Background: an optimization exercise with open tools, aiming at small area and a short achievable clock period. Do not read the settings as production practice.
For this run, only the layout was checked, not whether the RTL still works.
Power and IR drop assume default switching activity.

$ cat flow/constraint.sdc
create_clock -name core_clock -period 40.0 [get_ports {clk}]
set_input_delay 8.0000 -clock core_clock [delete_from_list [all_inputs] [get_ports {clk}]]
set_output_delay 8.0000 -clock core_clock [all_outputs]
set_load 0.01 [all_outputs]
$ cat flow/config.mk
export PLATFORM = sky130hd
export DESIGN_NAME = adder100_reg
export DESIGN_NICKNAME = adder100_reg
export VERILOG_FILES = /design/flow/design.v
export SDC_FILE = /design/flow/constraint.sdc
export NUM_CORES = 4
export LEC_CHECK = 0
export CAP_MARGIN = 20
export CORE_MARGIN = 2
export CORE_UTILIZATION = 40
export CTS_CLUSTER_DIAMETER = 90
export CTS_CLUSTER_SIZE = 32
export SLEW_MARGIN = 20
$ cat flow/design.v
`default_nettype none
module adder100_reg (
    input  wire        clk,
    input  wire [99:0] a,
    input  wire [99:0] b,
    input  wire        cin,
    output reg  [99:0] cout,
    output reg  [99:0] sum
);
    reg  [99:0] a_q;
    reg  [99:0] b_q;
    reg         cin_q;
    wire [99:0] cout_w;
    wire [99:0] sum_w;
    top_module u_add (
        .a(a_q), .b(b_q), .cin(cin_q),
        .cout(cout_w), .sum(sum_w)
    );
    always @(posedge clk) begin
        a_q   <= a;
        b_q   <= b;
        cin_q <= cin;
        cout  <= cout_w;
        sum   <= sum_w;
    end
endmodule
`default_nettype wire

`default_nettype none
module top_module(
    input [99:0] a, b,
    input cin,
    output [99:0] cout,
    output [99:0] sum );
    wire [99:0] g = a & b;
    wire [99:0] t = a | b;
    wire [99:0] c;       
    wire [10:0] bc;   
    assign bc[0] = cin;
    assign sum[0] = a[0] ^ b[0] ^ bc[0];
    assign c[0] = g[0] | (t[0] & bc[0]);
    assign sum[1] = a[1] ^ b[1] ^ c[0];
    assign c[1] = g[1] | (t[1] & c[0]);
    assign sum[2] = a[2] ^ b[2] ^ c[1];
    assign c[2] = g[2] | (t[2] & c[1]);
    assign sum[3] = a[3] ^ b[3] ^ c[2];
    assign c[3] = g[3] | (t[3] & c[2]);
    assign sum[4] = a[4] ^ b[4] ^ c[3];
    assign c[4] = g[4] | (t[4] & c[3]);
    assign sum[5] = a[5] ^ b[5] ^ c[4];
    assign c[5] = g[5] | (t[5] & c[4]);
    assign sum[6] = a[6] ^ b[6] ^ c[5];
    assign c[6] = g[6] | (t[6] & c[5]);
    assign sum[7] = a[7] ^ b[7] ^ c[6];
    assign c[7] = g[7] | (t[7] & c[6]);
    assign bc[1] = c[7];
    assign sum[8] = a[8] ^ b[8] ^ bc[1];
    assign c[8] = g[8] | (t[8] & bc[1]);
    assign sum[9] = a[9] ^ b[9] ^ c[8];
    assign c[9] = g[9] | (t[9] & c[8]);
    assign sum[10] = a[10] ^ b[10] ^ c[9];
    assign c[10] = g[10] | (t[10] & c[9]);
    assign sum[11] = a[11] ^ b[11] ^ c[10];
    assign c[11] = g[11] | (t[11] & c[10]);
    assign sum[12] = a[12] ^ b[12] ^ c[11];
    assign c[12] = g[12] | (t[12] & c[11]);
    assign sum[13] = a[13] ^ b[13] ^ c[12];
    assign c[13] = g[13] | (t[13] & c[12]);
    assign sum[14] = a[14] ^ b[14] ^ c[13];
    assign c[14] = g[14] | (t[14] & c[13]);
    assign sum[15] = a[15] ^ b[15] ^ c[14];
    assign c[15] = g[15] | (t[15] & c[14]);
    assign sum[16] = a[16] ^ b[16] ^ c[15];
    assign c[16] = g[16] | (t[16] & c[15]);
    assign sum[17] = a[17] ^ b[17] ^ c[16];
    assign c[17] = g[17] | (t[17] & c[16]);
    assign sum[18] = a[18] ^ b[18] ^ c[17];
    assign c[18] = g[18] | (t[18] & c[17]);
    assign sum[19] = a[19] ^ b[19] ^ c[18];
    wire [19:8] gg1;   
    assign gg1[8] = g[8];
    assign gg1[9] = g[9] | (t[9] & gg1[8]);
    assign gg1[10] = g[10] | (t[10] & gg1[9]);
    assign gg1[11] = g[11] | (t[11] & gg1[10]);
    assign gg1[12] = g[12] | (t[12] & gg1[11]);
    assign gg1[13] = g[13] | (t[13] & gg1[12]);
    assign gg1[14] = g[14] | (t[14] & gg1[13]);
    assign gg1[15] = g[15] | (t[15] & gg1[14]);
    assign gg1[16] = g[16] | (t[16] & gg1[15]);
    assign gg1[17] = g[17] | (t[17] & gg1[16]);
    assign gg1[18] = g[18] | (t[18] & gg1[17]);
    assign gg1[19] = g[19] | (t[19] & gg1[18]);
    assign bc[2] = gg1[19] | ((&t[19:8]) & bc[1]);
    assign c[19] = bc[2];
    assign sum[20] = a[20] ^ b[20] ^ bc[2];
    assign c[20] = g[20] | (t[20] & bc[2]);
    assign sum[21] = a[21] ^ b[21] ^ c[20];
    assign c[21] = g[21] | (t[21] & c[20]);
    assign sum[22] = a[22] ^ b[22] ^ c[21];
    assign c[22] = g[22] | (t[22] & c[21]);
    assign sum[23] = a[23] ^ b[23] ^ c[22];
    assign c[23] = g[23] | (t[23] & c[22]);
    assign sum[24] = a[24] ^ b[24] ^ c[23];
    assign c[24] = g[24] | (t[24] & c[23]);
    assign sum[25] = a[25] ^ b[25] ^ c[24];
    assign c[25] = g[25] | (t[25] & c[24]);
    assign sum[26] = a[26] ^ b[26] ^ c[25];
    assign c[26] = g[26] | (t[26] & c[25]);
    assign sum[27] = a[27] ^ b[27] ^ c[26];
    assign c[27] = g[27] | (t[27] & c[26]);
    assign sum[28] = a[28] ^ b[28] ^ c[27];
    assign c[28] = g[28] | (t[28] & c[27]);
    assign sum[29] = a[29] ^ b[29] ^ c[28];
    assign c[29] = g[29] | (t[29] & c[28]);
    assign sum[30] = a[30] ^ b[30] ^ c[29];
    assign c[30] = g[30] | (t[30] & c[29]);
    assign sum[31] = a[31] ^ b[31] ^ c[30];
    wire [31:20] gg2;   
    assign gg2[20] = g[20];
    assign gg2[21] = g[21] | (t[21] & gg2[20]);
    assign gg2[22] = g[22] | (t[22] & gg2[21]);
    assign gg2[23] = g[23] | (t[23] & gg2[22]);
    assign gg2[24] = g[24] | (t[24] & gg2[23]);
    assign gg2[25] = g[25] | (t[25] & gg2[24]);
    assign gg2[26] = g[26] | (t[26] & gg2[25]);
    assign gg2[27] = g[27] | (t[27] & gg2[26]);
    assign gg2[28] = g[28] | (t[28] & gg2[27]);
    assign gg2[29] = g[29] | (t[29] & gg2[28]);
    assign gg2[30] = g[30] | (t[30] & gg2[29]);
    assign gg2[31] = g[31] | (t[31] & gg2[30]);
    assign bc[3] = gg2[31] | ((&t[31:20]) & bc[2]);
    assign c[31] = bc[3];
    assign sum[32] = a[32] ^ b[32] ^ bc[3];
    assign c[32] = g[32] | (t[32] & bc[3]);
    assign sum[33] = a[33] ^ b[33] ^ c[32];
    assign c[33] = g[33] | (t[33] & c[32]);
    assign sum[34] = a[34] ^ b[34] ^ c[33];
    assign c[34] = g[34] | (t[34] & c[33]);
    assign sum[35] = a[35] ^ b[35] ^ c[34];
    assign c[35] = g[35] | (t[35] & c[34]);
    assign sum[36] = a[36] ^ b[36] ^ c[35];
    assign c[36] = g[36] | (t[36] & c[35]);
    assign sum[37] = a[37] ^ b[37] ^ c[36];
    assign c[37] = g[37] | (t[37] & c[36]);
    assign sum[38] = a[38] ^ b[38] ^ c[37];
    assign c[38] = g[38] | (t[38] & c[37]);
    assign sum[39] = a[39] ^ b[39] ^ c[38];
    assign c[39] = g[39] | (t[39] & c[38]);
    assign sum[40] = a[40] ^ b[40] ^ c[39];
    assign c[40] = g[40] | (t[40] & c[39]);
    assign sum[41] = a[41] ^ b[41] ^ c[40];
    assign c[41] = g[41] | (t[41] & c[40]);
    assign sum[42] = a[42] ^ b[42] ^ c[41];
    wire [42:32] gg3;   
    assign gg3[32] = g[32];
    assign gg3[33] = g[33] | (t[33] & gg3[32]);
    assign gg3[34] = g[34] | (t[34] & gg3[33]);
    assign gg3[35] = g[35] | (t[35] & gg3[34]);
    assign gg3[36] = g[36] | (t[36] & gg3[35]);
    assign gg3[37] = g[37] | (t[37] & gg3[36]);
    assign gg3[38] = g[38] | (t[38] & gg3[37]);
    assign gg3[39] = g[39] | (t[39] & gg3[38]);
    assign gg3[40] = g[40] | (t[40] & gg3[39]);
    assign gg3[41] = g[41] | (t[41] & gg3[40]);
    assign gg3[42] = g[42] | (t[42] & gg3[41]);
    assign bc[4] = gg3[42] | ((&t[42:32]) & bc[3]);
    assign c[42] = bc[4];
    assign sum[43] = a[43] ^ b[43] ^ bc[4];
    assign c[43] = g[43] | (t[43] & bc[4]);
    assign sum[44] = a[44] ^ b[44] ^ c[43];
    assign c[44] = g[44] | (t[44] & c[43]);
    assign sum[45] = a[45] ^ b[45] ^ c[44];
    assign c[45] = g[45] | (t[45] & c[44]);
    assign sum[46] = a[46] ^ b[46] ^ c[45];
    assign c[46] = g[46] | (t[46] & c[45]);
    assign sum[47] = a[47] ^ b[47] ^ c[46];
    assign c[47] = g[47] | (t[47] & c[46]);
    assign sum[48] = a[48] ^ b[48] ^ c[47];
    assign c[48] = g[48] | (t[48] & c[47]);
    assign sum[49] = a[49] ^ b[49] ^ c[48];
    assign c[49] = g[49] | (t[49] & c[48]);
    assign sum[50] = a[50] ^ b[50] ^ c[49];
    assign c[50] = g[50] | (t[50] & c[49]);
    assign sum[51] = a[51] ^ b[51] ^ c[50];
    assign c[51] = g[51] | (t[51] & c[50]);
    assign sum[52] = a[52] ^ b[52] ^ c[51];
    assign c[52] = g[52] | (t[52] & c[51]);
    assign sum[53] = a[53] ^ b[53] ^ c[52];
    wire [53:43] gg4;   
    assign gg4[43] = g[43];
    assign gg4[44] = g[44] | (t[44] & gg4[43]);
    assign gg4[45] = g[45] | (t[45] & gg4[44]);
    assign gg4[46] = g[46] | (t[46] & gg4[45]);
    assign gg4[47] = g[47] | (t[47] & gg4[46]);
    assign gg4[48] = g[48] | (t[48] & gg4[47]);
    assign gg4[49] = g[49] | (t[49] & gg4[48]);
    assign gg4[50] = g[50] | (t[50] & gg4[49]);
    assign gg4[51] = g[51] | (t[51] & gg4[50]);
    assign gg4[52] = g[52] | (t[52] & gg4[51]);
    assign gg4[53] = g[53] | (t[53] & gg4[52]);
    assign bc[5] = gg4[53] | ((&t[53:43]) & bc[4]);
    assign c[53] = bc[5];
    assign sum[54] = a[54] ^ b[54] ^ bc[5];
    assign c[54] = g[54] | (t[54] & bc[5]);
    assign sum[55] = a[55] ^ b[55] ^ c[54];
    assign c[55] = g[55] | (t[55] & c[54]);
    assign sum[56] = a[56] ^ b[56] ^ c[55];
    assign c[56] = g[56] | (t[56] & c[55]);
    assign sum[57] = a[57] ^ b[57] ^ c[56];
    assign c[57] = g[57] | (t[57] & c[56]);
    assign sum[58] = a[58] ^ b[58] ^ c[57];
    assign c[58] = g[58] | (t[58] & c[57]);
    assign sum[59] = a[59] ^ b[59] ^ c[58];
    assign c[59] = g[59] | (t[59] & c[58]);
    assign sum[60] = a[60] ^ b[60] ^ c[59];
    assign c[60] = g[60] | (t[60] & c[59]);
    assign sum[61] = a[61] ^ b[61] ^ c[60];
    assign c[61] = g[61] | (t[61] & c[60]);
    assign sum[62] = a[62] ^ b[62] ^ c[61];
    assign c[62] = g[62] | (t[62] & c[61]);
    assign sum[63] = a[63] ^ b[63] ^ c[62];
    wire [63:54] gg5;   
    assign gg5[54] = g[54];
    assign gg5[55] = g[55] | (t[55] & gg5[54]);
    assign gg5[56] = g[56] | (t[56] & gg5[55]);
    assign gg5[57] = g[57] | (t[57] & gg5[56]);
    assign gg5[58] = g[58] | (t[58] & gg5[57]);
    assign gg5[59] = g[59] | (t[59] & gg5[58]);
    assign gg5[60] = g[60] | (t[60] & gg5[59]);
    assign gg5[61] = g[61] | (t[61] & gg5[60]);
    assign gg5[62] = g[62] | (t[62] & gg5[61]);
    assign gg5[63] = g[63] | (t[63] & gg5[62]);
    assign bc[6] = gg5[63] | ((&t[63:54]) & bc[5]);
    assign c[63] = bc[6];
    assign sum[64] = a[64] ^ b[64] ^ bc[6];
    assign c[64] = g[64] | (t[64] & bc[6]);
    assign sum[65] = a[65] ^ b[65] ^ c[64];
    assign c[65] = g[65] | (t[65] & c[64]);
    assign sum[66] = a[66] ^ b[66] ^ c[65];
    assign c[66] = g[66] | (t[66] & c[65]);
    assign sum[67] = a[67] ^ b[67] ^ c[66];
    assign c[67] = g[67] | (t[67] & c[66]);
    assign sum[68] = a[68] ^ b[68] ^ c[67];
    assign c[68] = g[68] | (t[68] & c[67]);
    assign sum[69] = a[69] ^ b[69] ^ c[68];
    assign c[69] = g[69] | (t[69] & c[68]);
    assign sum[70] = a[70] ^ b[70] ^ c[69];
    assign c[70] = g[70] | (t[70] & c[69]);
    assign sum[71] = a[71] ^ b[71] ^ c[70];
    assign c[71] = g[71] | (t[71] & c[70]);
    assign sum[72] = a[72] ^ b[72] ^ c[71];
    assign c[72] = g[72] | (t[72] & c[71]);
    assign sum[73] = a[73] ^ b[73] ^ c[72];
    wire [73:64] gg6;   
    assign gg6[64] = g[64];
    assign gg6[65] = g[65] | (t[65] & gg6[64]);
    assign gg6[66] = g[66] | (t[66] & gg6[65]);
    assign gg6[67] = g[67] | (t[67] & gg6[66]);
    assign gg6[68] = g[68] | (t[68] & gg6[67]);
    assign gg6[69] = g[69] | (t[69] & gg6[68]);
    assign gg6[70] = g[70] | (t[70] & gg6[69]);
    assign gg6[71] = g[71] | (t[71] & gg6[70]);
    assign gg6[72] = g[72] | (t[72] & gg6[71]);
    assign gg6[73] = g[73] | (t[73] & gg6[72]);
    assign bc[7] = gg6[73] | ((&t[73:64]) & bc[6]);
    assign c[73] = bc[7];
    assign sum[74] = a[74] ^ b[74] ^ bc[7];
    assign c[74] = g[74] | (t[74] & bc[7]);
    assign sum[75] = a[75] ^ b[75] ^ c[74];
    assign c[75] = g[75] | (t[75] & c[74]);
    assign sum[76] = a[76] ^ b[76] ^ c[75];
    assign c[76] = g[76] | (t[76] & c[75]);
    assign sum[77] = a[77] ^ b[77] ^ c[76];
    assign c[77] = g[77] | (t[77] & c[76]);
    assign sum[78] = a[78] ^ b[78] ^ c[77];
    assign c[78] = g[78] | (t[78] & c[77]);
    assign sum[79] = a[79] ^ b[79] ^ c[78];
    assign c[79] = g[79] | (t[79] & c[78]);
    assign sum[80] = a[80] ^ b[80] ^ c[79];
    assign c[80] = g[80] | (t[80] & c[79]);
    assign sum[81] = a[81] ^ b[81] ^ c[80];
    assign c[81] = g[81] | (t[81] & c[80]);
    assign sum[82] = a[82] ^ b[82] ^ c[81];
    wire [82:74] gg7;   
    assign gg7[74] = g[74];
    assign gg7[75] = g[75] | (t[75] & gg7[74]);
    assign gg7[76] = g[76] | (t[76] & gg7[75]);
    assign gg7[77] = g[77] | (t[77] & gg7[76]);
    assign gg7[78] = g[78] | (t[78] & gg7[77]);
    assign gg7[79] = g[79] | (t[79] & gg7[78]);
    assign gg7[80] = g[80] | (t[80] & gg7[79]);
    assign gg7[81] = g[81] | (t[81] & gg7[80]);
    assign gg7[82] = g[82] | (t[82] & gg7[81]);
    assign bc[8] = gg7[82] | ((&t[82:74]) & bc[7]);
    assign c[82] = bc[8];
    assign sum[83] = a[83] ^ b[83] ^ bc[8];
    assign c[83] = g[83] | (t[83] & bc[8]);
    assign sum[84] = a[84] ^ b[84] ^ c[83];
    assign c[84] = g[84] | (t[84] & c[83]);
    assign sum[85] = a[85] ^ b[85] ^ c[84];
    assign c[85] = g[85] | (t[85] & c[84]);
    assign sum[86] = a[86] ^ b[86] ^ c[85];
    assign c[86] = g[86] | (t[86] & c[85]);
    assign sum[87] = a[87] ^ b[87] ^ c[86];
    assign c[87] = g[87] | (t[87] & c[86]);
    assign sum[88] = a[88] ^ b[88] ^ c[87];
    assign c[88] = g[88] | (t[88] & c[87]);
    assign sum[89] = a[89] ^ b[89] ^ c[88];
    assign c[89] = g[89] | (t[89] & c[88]);
    assign sum[90] = a[90] ^ b[90] ^ c[89];
    assign c[90] = g[90] | (t[90] & c[89]);
    assign sum[91] = a[91] ^ b[91] ^ c[90];
    wire [91:83] gg8;   
    assign gg8[83] = g[83];
    assign gg8[84] = g[84] | (t[84] & gg8[83]);
    assign gg8[85] = g[85] | (t[85] & gg8[84]);
    assign gg8[86] = g[86] | (t[86] & gg8[85]);
    assign gg8[87] = g[87] | (t[87] & gg8[86]);
    assign gg8[88] = g[88] | (t[88] & gg8[87]);
    assign gg8[89] = g[89] | (t[89] & gg8[88]);
    assign gg8[90] = g[90] | (t[90] & gg8[89]);
    assign gg8[91] = g[91] | (t[91] & gg8[90]);
    assign bc[9] = gg8[91] | ((&t[91:83]) & bc[8]);
    assign c[91] = bc[9];
    assign sum[92] = a[92] ^ b[92] ^ bc[9];
    assign c[92] = g[92] | (t[92] & bc[9]);
    assign sum[93] = a[93] ^ b[93] ^ c[92];
    assign c[93] = g[93] | (t[93] & c[92]);
    assign sum[94] = a[94] ^ b[94] ^ c[93];
    assign c[94] = g[94] | (t[94] & c[93]);
    assign sum[95] = a[95] ^ b[95] ^ c[94];
    assign c[95] = g[95] | (t[95] & c[94]);
    assign sum[96] = a[96] ^ b[96] ^ c[95];
    assign c[96] = g[96] | (t[96] & c[95]);
    assign sum[97] = a[97] ^ b[97] ^ c[96];
    assign c[97] = g[97] | (t[97] & c[96]);
    assign sum[98] = a[98] ^ b[98] ^ c[97];
    assign c[98] = g[98] | (t[98] & c[97]);
    assign sum[99] = a[99] ^ b[99] ^ c[98];
    assign c[99] = g[99] | (t[99] & c[98]);
    assign cout = c;
endmodule
$ cat flow/flow/run.sh
#!/bin/bash
# The standard layout (standard.sh) with three changes:
#  - port buffers are buf_1 cells (the smallest buffer) instead of the default pick;
#  - half-adder cells are kept out of synthesis (the platform's don't-use list plus ha_*),
#    so Yosys's adder extraction maps only full adders and leaves the rest of the
#    logic to abc;
#  - the clock-tree settings come from config.mk as usual.
set -euo pipefail
DONT_USE="sky130_fd_sc_hd__probe_p_8 sky130_fd_sc_hd__probec_p_8 sky130_fd_sc_hd__lpflow_bleeder_1 sky130_fd_sc_hd__lpflow_clkbufkapwr_1 sky130_fd_sc_hd__lpflow_clkbufkapwr_16 sky130_fd_sc_hd__lpflow_clkbufkapwr_2 sky130_fd_sc_hd__lpflow_clkbufkapwr_4 sky130_fd_sc_hd__lpflow_clkbufkapwr_8 sky130_fd_sc_hd__lpflow_clkinvkapwr_1 sky130_fd_sc_hd__lpflow_clkinvkapwr_16 sky130_fd_sc_hd__lpflow_clkinvkapwr_2 sky130_fd_sc_hd__lpflow_clkinvkapwr_4 sky130_fd_sc_hd__lpflow_clkinvkapwr_8 sky130_fd_sc_hd__lpflow_decapkapwr_12 sky130_fd_sc_hd__lpflow_decapkapwr_3 sky130_fd_sc_hd__lpflow_decapkapwr_4 sky130_fd_sc_hd__lpflow_decapkapwr_6 sky130_fd_sc_hd__lpflow_decapkapwr_8 sky130_fd_sc_hd__lpflow_inputiso0n_1 sky130_fd_sc_hd__lpflow_inputiso0p_1 sky130_fd_sc_hd__lpflow_inputiso1n_1 sky130_fd_sc_hd__lpflow_inputiso1p_1 sky130_fd_sc_hd__lpflow_inputisolatch_1 sky130_fd_sc_hd__lpflow_isobufsrc_1 sky130_fd_sc_hd__lpflow_isobufsrc_16 sky130_fd_sc_hd__lpflow_isobufsrc_2 sky130_fd_sc_hd__lpflow_isobufsrc_4 sky130_fd_sc_hd__lpflow_isobufsrc_8 sky130_fd_sc_hd__lpflow_isobufsrckapwr_16 sky130_fd_sc_hd__lpflow_lsbuf_lh_hl_isowell_tap_1 sky130_fd_sc_hd__lpflow_lsbuf_lh_hl_isowell_tap_2 sky130_fd_sc_hd__lpflow_lsbuf_lh_hl_isowell_tap_4 sky130_fd_sc_hd__lpflow_lsbuf_lh_isowell_4 sky130_fd_sc_hd__lpflow_lsbuf_lh_isowell_tap_1 sky130_fd_sc_hd__lpflow_lsbuf_lh_isowell_tap_2 sky130_fd_sc_hd__lpflow_lsbuf_lh_isowell_tap_4 sky130_fd_sc_hd__ha_1 sky130_fd_sc_hd__ha_2 sky130_fd_sc_hd__ha_4"
bash standard.sh DONT_USE_CELLS="$DONT_USE" BUFFER_PORTS_ARGS="-buffer_cell sky130_fd_sc_hd__buf_1" finish > run_standard.log 2>&1
$ cat flow/standard.sh
#!/bin/bash
# synth_recipe.tcl (not shown) runs the flow's synth.tcl, then flattens the netlist and writes it again
# the make line also repeats each setting of config.mk as NAME=value (left out here)
make -C /OpenROAD-flow-scripts/flow DESIGN_CONFIG=/design/flow/config.mk WORK_HOME=/design/flow/orfs CLKGATE_MAP_FILE= SYNTH_SCRIPT=/design/flow/synth_recipe.tcl "${@:-finish}"
==> out/results.tsv <==
stage	metric	value	unit
run_status	outcome	no timing/DRC/antenna violations	
route	avgRoutedWirePerCell	16.9	um
finish	postLayoutCoreUtil	49.6	%
logic_synthesis	synth-async-reset-ratio	0	%
logic_synthesis	ys_top_cells_by_count	dfxtp_1 (401), fa_1 (92), nor2_1 (48), inv_1 (38), o22ai_1 (24)	
run	cap_viol_max_count	0	
worst_setup_path	startpoint_type	flip-flop	
place	place_area	0.0134	sq mm
route	detail-route-antenna-nets	0	
worst_setup_path	r2r-start	a_q[0]$_DFF_P_	
place	hpwl	21.7	mm
clock_network	htree_num_levels	1	
place	place.gp.congestion	0.806	
worst_setup_path	critPathBufInv	5	
finish	syn_to_final_growth	21.4	%
sta	tns	0	ns
route	drtPass1Iterations	4	
floorplan	die_width	173	um
worst_setup_path	arrival	10.07	ns
worst_setup_path	rrSetupSlack	30.35	ns
sta	finalHoldWorstSlack	0.475	ns
route	vias	6988	
sta	rsz0062_at_grt	false	
worst_setup_path	critPathRequiredTime	40.42	ns
clock_network	cts_sinks	401	
route	routed_wl	26.4	mm
power_and_ir_drop	p_total	0.000756	W
finish	drive_gt1_share	2.12	%
sta	skew	0.0178	ns
grt	grt_first_pass_wirelength	40.1	mm
logic_synthesis	synth_cell_types	44	
grt	grt_pass1_vias	7291	
sta	slew_violations	0	
hold_path	hold_start	b_q[82]$_DFF_P_	
finish	stdcell_area	0.0139	sq mm
logic_synthesis	yosysWarnings	1	
logic_synthesis	synth.net_count	1054	
clock_network	cts_tree	yes	
logic_synthesis	synth-edff-count	0	
logic_synthesis	synth-seq-cells	401	
worst_setup_path	slowest_stage	fa_1	
route	viasPerCell	4.47	
logic_synthesis	yosys-top-cells-area	dfxtp_1 (70%), fa_1 (16%), nor2_1 (1.6%), o22ai_1 (1.3%), inv_1 (1.2%)	
finish	nets	1473	
worst_setup_path	path_class	reg2reg	
worst_setup_path	path_delay_family	adder cells	
logic_synthesis	synth.largest_area_cell	dfxtp_1	
sta	tightest_slew	0.635	ns
hold_path	worstHoldPathCells	1	
logic_synthesis	synthFlopType	dfxtp_1	
clock_network	cts.repair.resized	0	
sta	slew-limit-headroom	57.3	%
clock_network	insertion_delay	0.53	ns
grt	grt_max_degree	33	
logic_synthesis	synthCells	760	
sta	finalHoldViolations	0	
worst_setup_path	crit_path_max_incr_delay	0.45	ns
floorplan	dieHeight	173	um
floorplan	core	0.0279	sq mm
grt	grt-ovfl-total	0	
route	drt_iter0_markers	300	
logic_synthesis	syn-cell-area	0.0114	sq mm
route	drc	0	
grt	grt_usage	17.3	%
sta	setup_violations	0	
worst_setup_path	startpoint	a_q[0]$_DFF_P_	
clock_network	cts_buffers	16	
clock_network	holdBufCountCts	0	
worst_setup_path	crit_top_cell	fa_1	
floorplan	start_util	40.9	%
power_and_ir_drop	ir_drop	0.0427	mV
logic_synthesis	synth_top_area_share	70.3	%
clock_network	cts_buffer_depth	3	
hold_path	hold_class	reg2reg	
floorplan	die_area	0.0299	sq mm
worst_setup_path	r2r_cells	32	
place	port_buffers	401	
worst_setup_path	crit_path_end_kind	flip-flop	
worst_setup_path	crit_cells	32	
clock_network	clk_pin_slew_worst_paths	0.11	ns
logic_synthesis	yosysMostFrequentCell	dfxtp_1	
clock_network	cts_setup_buffers	0	
logic_synthesis	yosysSeqAreaShare	70.3	%
clock_network	cts_root_buf	clkbuf_16	
sta	finalCritPeriodShare	24.1	%
sta	period_minus_slack	9.65	ns
grt	antenna_found_initial	4	
floorplan	io-pin-count	402	
worst_setup_path	critPathMaxFanout	4	
power_and_ir_drop	p_per_area	54.6	mW/mm^2
floorplan	std_cell_rows	61	
logic_synthesis	avgSynthCellArea	15.0	sq um
sta	max_freq	104	MHz
power_and_ir_drop	power_leakage	5.43	nW
## flip-flops by register name, summed over array words and instances (netlist names)
register,cells
cout,100
a_q,100
b_q,100
cin_q,1
sum,100
## cells by family (layout without fill, tap and decap cells)
group                      count (synthesis)  in the layout  share of synthesized area, %
other                                      0              2                             0
adders and majority gates                 98             98                          16.7
DFF                                      401            401                          70.3
AOI/OAI and AO/OA                        116            116                          7.14
buffers and inverters                     38            460                          1.25
xor gates and xnor gates                  16             16                          1.23
and+or+nand+nor                           91             91                          3.42
## metrics by stage
| stage | worst slack [ns] | instances |
|---|---|---|
| final | 30.35 | 1562 |
| after detailed placement | 30.26 | 1539 |
| after global placement | 30.43 | 1539 |
| after CTS | 30.23 | 1560 |
| after floorplan | 31.16 | 760 |
| after global routing | 29.81 | 1560 |
## worst reg2reg max path, delay by kind of cell, from the launching register on
kind,cells,cell delay [ns]
adders and majority gates,20,7.82
AOI/OAI and AO/OA,3,0.57
buffers and inverters,5,0.37
DFF,1,0.32
xor gates and xnor gates,2,0.28
and+or+nand+nor,2,0.20
## cell usage in the layout, fill, tap and decap left out, types with 6 or more instances in the layout
cell type / Yosys / layout
o22ai_1: 24 / 24
a22oi_1: 17 / 17
dfxtp_1: 401 / 401
nand3_1: 6 / 6
a31oi_1: 6 / 6
buf_1: 0 / 401
a21oi_1: 16 / 16
nor2_1: 48 / 48
o21ai_1: 6 / 6
o21ai_0: 9 / 9
xnor2_1: 15 / 15
clkbuf_16: 0 / 17
nand2_1: 20 / 20
inv_1: 38 / 38
nor3_1: 6 / 6
fa_1: 92 / 92
## per-layer routing
layer / up-vias / GRT usage [%] / routed length (um)
met5: - / 0 / 21
met4: 4 / 5.69 / 915
met3: 45 / 5.06 / 2010
met2: 269 / 29.8 / 12900
met1: 3315 / 20.7 / 10500
li1: 3355 / - / -
## worst paths after layout
check / endpoint
worst max-delay path: sum[42]$_DFF_P_
worst min-delay path: sum[82]$_DFF_P_
worst max register to register: sum[42]$_DFF_P_
worst min register to register: sum[82]$_DFF_P_
## cell type report
cell class | instances | area [sq um]
Clock inverter | 2 | 16.3
Fill cell | 2548 | 14100
Sequential cell | 401 | 8030
Inverter | 38 | 143
Tap cell | 378 | 473
Multi-Input combinational cell | 321 | 3250
Clock buffer | 19 | 443
Antenna cell | 2 | 5.00
Timing Repair Buffer | 401 | 1510
## report_power, final
group | total (W) | switching (W) | internal [W] | leakage, nW
registers | 0.000465 | 0.0000214 | 0.000444 | 3.38
logic | 0.0000952 | 0.0000579 | 0.0000373 | 1.83
clock network | 0.000196 | 0.000116 | 0.0000803 | 0.223
total | 0.000756 | 0.000195 | 0.000561 | 5.43

## what the ideal ports hide
The results above use ideal ports. As a check the final layout listed here was re-extracted and re-timed, cells and wires unchanged. Step 1: set_driving_cell puts a clkbuf_16 on clk and a buf_2 on each other input, an assumption about the parent block. Step 2 also shifts input and output timing later by t, the mid clock arrival at the registers, as if the neighbouring blocks saw the same clock. Slacks: ideal ports / drivers / drivers and shift; pairs: ideal ports / drivers.
shift t [ns]: 0.566
setup WS [ns]: 30.345 / 30.345 / 30.345
worst setup path at the end: register to register
latest minus earliest clock arrival (ns): 0.018 / 0.018
pins driven straight from the clock port: 1
After both steps setup and hold are still met in this run. The setup slack of this run moves by 0.000 ns with the drivers and by 0.000 ns with both steps.
